What follows belongs to an exercise in optimizing a design on an open flow for small area, a short achievable clock period and few clock cycles; a production flow would make more cautious choices.
The RTL was checked by simulation tests, not by an equivalence proof against the original design.

==> job 9792 <==
## gemm_accelerator_top
module gemm_accelerator_top #(
    parameter N  = 4,
    parameter DW = 16,
    parameter DEPTH = 16,
    parameter LAT = 2      
)(
    input         clk,
    input         rst_n,
    input         start_accel,
    output        done_accel,
    input         host_we_a,
    input  [7:0]  host_addr_a,
    input  [N*DW-1:0] host_wdata_a,
    input         host_we_b,
    input  [7:0]  host_addr_b,
    input  [N*DW-1:0] host_wdata_b,
    input  [7:0]  host_addr_c,
    output [N*DW-1:0] host_rdata_c
);
==> module c_ring, before the edit <==
module c_ring #(
    parameter OFS = 0
)(
    input              clk,
    input      [63:0]  q,
    input              ins,        
    input      [63:0]  din,
    input      [3:0]   raddr,
    output reg [63:0]  dout
);
    reg [63:0] mem [0:15];
    wire [63:0] top_next = ins ? din : mem[0];
    reg [63:0] rd;
    integer i;
    wire hit0 = raddr == q[4*((16 - OFS) % 16) +: 4];
    always @(*) begin
        rd = 64'd0;
        for (i = 1; i < 16; i = i + 1)
            rd = rd | ({64{raddr == q[4*((i + 16 - OFS) % 16) +: 4]}} & mem[i]);
        rd = rd | ({64{hit0 && !ins}} & mem[0]) | ({64{hit0 && ins}} & din);
    end
    always @(posedge clk) begin
        for (i = 0; i < 15; i = i + 1)
            mem[i] <= mem[i + 1];
        mem[15] <= top_next;
        dout <= rd;
    end
endmodule
==> flow/config.mk <==
export PLATFORM = sky130hd
export DESIGN_NAME = gemm_accelerator_top
export DESIGN_NICKNAME = gemm_accelerator_top
export VERILOG_FILES = /design/flow/design.v
export SDC_FILE = /design/flow/constraint.sdc
export NUM_CORES = 4
export LEC_CHECK = 0
export CAP_MARGIN = 20
export CORE_MARGIN = 2
export CORE_UTILIZATION = 68
export CTS_CLUSTER_DIAMETER = 60
export CTS_CLUSTER_SIZE = 24
export SETUP_SLACK_MARGIN = 4.15
export SLEW_MARGIN = 20
==> flow/constraint.sdc <==
create_clock -name core_clock -period 7.0 [get_ports {clk}]
set_input_delay 1.4000 -clock core_clock [delete_from_list [all_inputs] [get_ports {clk}]]
set_output_delay 1.4000 -clock core_clock [all_outputs]
set_load 0.01 [all_outputs]
run.sh (not shown) runs the stock make flow with config.mk's settings and CLKGATE_MAP_FILE= SYNTH_SCRIPT=/design/flow/synth_recipe.tcl, a recipe that flattens the netlist after the stock synthesis.
==> inputs of job 2805, as changes to job 9792 <==
--- a/flow/design.v
+++ b/flow/design.v
@@ -57,10 +57,9 @@
     reg [63:0] rd;
     integer i;
-    wire hit0 = raddr == q[4*((16 - OFS) % 16) +: 4];
     always @(*) begin
         rd = 64'd0;
         for (i = 1; i < 16; i = i + 1)
             rd = rd | ({64{raddr == q[4*((i + 16 - OFS) % 16) +: 4]}} & mem[i]);
-        rd = rd | ({64{hit0 && !ins}} & mem[0]) | ({64{hit0 && ins}} & din);
+        rd = rd | ({64{raddr == q[4*((16 - OFS) % 16) +: 4]}} & top_next);
     end
     always @(posedge clk) begin
- CORE_UTILIZATION: 68 -> 55
==> comparison <==
- Between job 2805 and job 9792, the lower area after synthesis is in job 2805 (gap 0.22%, measured against job 9792).
- Against job 9792, the design area of job 2805 is larger by 1.9%.
- Synthesized cell count: job 9792 is higher than job 2805 (about 0.32%).
- Hold slack: job 2805 is better than job 9792 (0.012 ns).
- Between job 9792 and job 2805, the lower count of clock-buffer cells in the layout is in job 9792 (gap 31).
- Job 9792 went through all stages and came out clean. Job 2805 produced a clean layout.
- Between job 9792 and job 2805, the lower register-to-register slack is in job 9792 (gap 0.14 ns).
- Of job 9792 and job 2805, job 9792 has the higher first-iteration DRC count (gap about 3.4%, measured against job 2805).
- Between job 9792 and job 2805, the lower setup slack is in job 9792 (gap 0.14 ns).
- Core utilization: job 2805 is lower than job 9792 (13 points).
- Between job 2805 and job 9792, the lower global-route usage is in job 2805 (gap 5.4 points).
- In job 2805 the non-clock buffer count is higher than in job 9792, by 75.
Testbench counts of job 9792, summed over its fixed seeds: cycles 6,286.
Testbench counts of job 2805, summed over its fixed seeds: cycles 6,286.


==> cedar <==
Another version of the RTL of gemm_accelerator_top (not shown whole).
clock: 7.0 ns
lec_check: 0
cap_margin: 20
core_margin: 2
core_utilization: 62
cts_cluster_diameter: 60
cts_cluster_size: 24
setup_slack_margin: 4.15
slew_margin: 20
==> delta (differences from cedar) <==
--- a/flow/config.mk
+++ b/flow/config.mk
@@ -7,7 +7,7 @@
 export LEC_CHECK = 0
 export CAP_MARGIN = 20
 export CORE_MARGIN = 2
-export CORE_UTILIZATION = 62
+export CORE_UTILIZATION = 55
 export CTS_CLUSTER_DIAMETER = 60
 export CTS_CLUSTER_SIZE = 24
 export SETUP_SLACK_MARGIN = 4.15
==> umber (differences from cedar) <==
--- a/flow/config.mk
+++ b/flow/config.mk
@@ -7,7 +7,7 @@
 export LEC_CHECK = 0
 export CAP_MARGIN = 20
 export CORE_MARGIN = 2
-export CORE_UTILIZATION = 62
+export CORE_UTILIZATION = 68
 export CTS_CLUSTER_DIAMETER = 60
 export CTS_CLUSTER_SIZE = 24
 export SETUP_SLACK_MARGIN = 4.15
==> impl_metrics.toml <==
[routing]
via_per_inst = 6.770

[power_and_ir_drop]
pwr.group.clock_uw = 12500
seq-power_uw = 32700
switching_share = 0.4115

[run_status]
status = "complete, no violations"
(the above is from umber)
==> impl_metrics.toml <==
[run_status]
status = "complete, no violations"

[setup_path]
critPathCaptureType = "flip-flop"

[power_and_ir_drop]
seq-power_uw = 32500
switching_share = 0.4167

[routing]
via_per_inst = 6.328
(the above is from delta)
==> impl_metrics.toml <==
[run_status]
status = "complete, no violations"

[power_and_ir_drop]
pwr.group.clock_uw = 13400
seq-power_uw = 32600
switching_share = 0.4137

[finish]
fillCellCount = 16130

[routing]
via_per_inst = 6.516
(the above is from cedar)
Testbench counts of cedar, summed over its fixed seeds: cycles 6,286.
Testbench counts of delta, summed over its fixed seeds: cycles 6,286.
Testbench counts of umber, summed over its fixed seeds: cycles 6,286.

==> what the ideal ports hide <==
The flow's constraints put no driver on any port. The routed layouts listed below were extracted and timed again, unchanged, in two steps.
Step 1 (the two cells are an assumption about what drives the block):
set clk [get_ports {clk}]
set_driving_cell -lib_cell sky130_fd_sc_hd__clkbuf_16 $clk
set_driving_cell -lib_cell sky130_fd_sc_hd__buf_2 [delete_from_list [all_inputs] $clk]
Step 2 adds t to the input delays and takes it off the output delays; t is the mean of the earliest and latest rising clock arrival at the registers after step 1. Input paths then give back, and output paths get back, about the clock's delay inside the block.
a / b / c = ideal ports / drivers / drivers and shift; a / b = the first two.
run | shift t [ns] | setup slack, ns | hold slack, ns | cell pins on the clock port's net
job 9792 | 0.969 | 3.930 / 3.930 / 3.129 | 0.295 / 0.295 / 0.295 | 1
job 2805 | 1.003 | 4.065 / 3.951 / 3.159 | 0.308 / 0.279 / 0.308 | 1
cedar | 0.989 | 4.027 / 4.027 / 3.179 | 0.305 / 0.305 / 0.305 | 1
delta | 0.996 | 4.016 / 4.016 / 3.132 | 0.308 / 0.308 / 0.308 | 1
umber | 1.006 | 4.014 / 4.014 / 3.121 | 0.329 / 0.329 / 0.329 | 1
After both steps every run listed still meets setup and hold. The setup slack of job 2805, which loses most, moves by -0.114 ns with the drivers and by -0.906 ns with both steps.
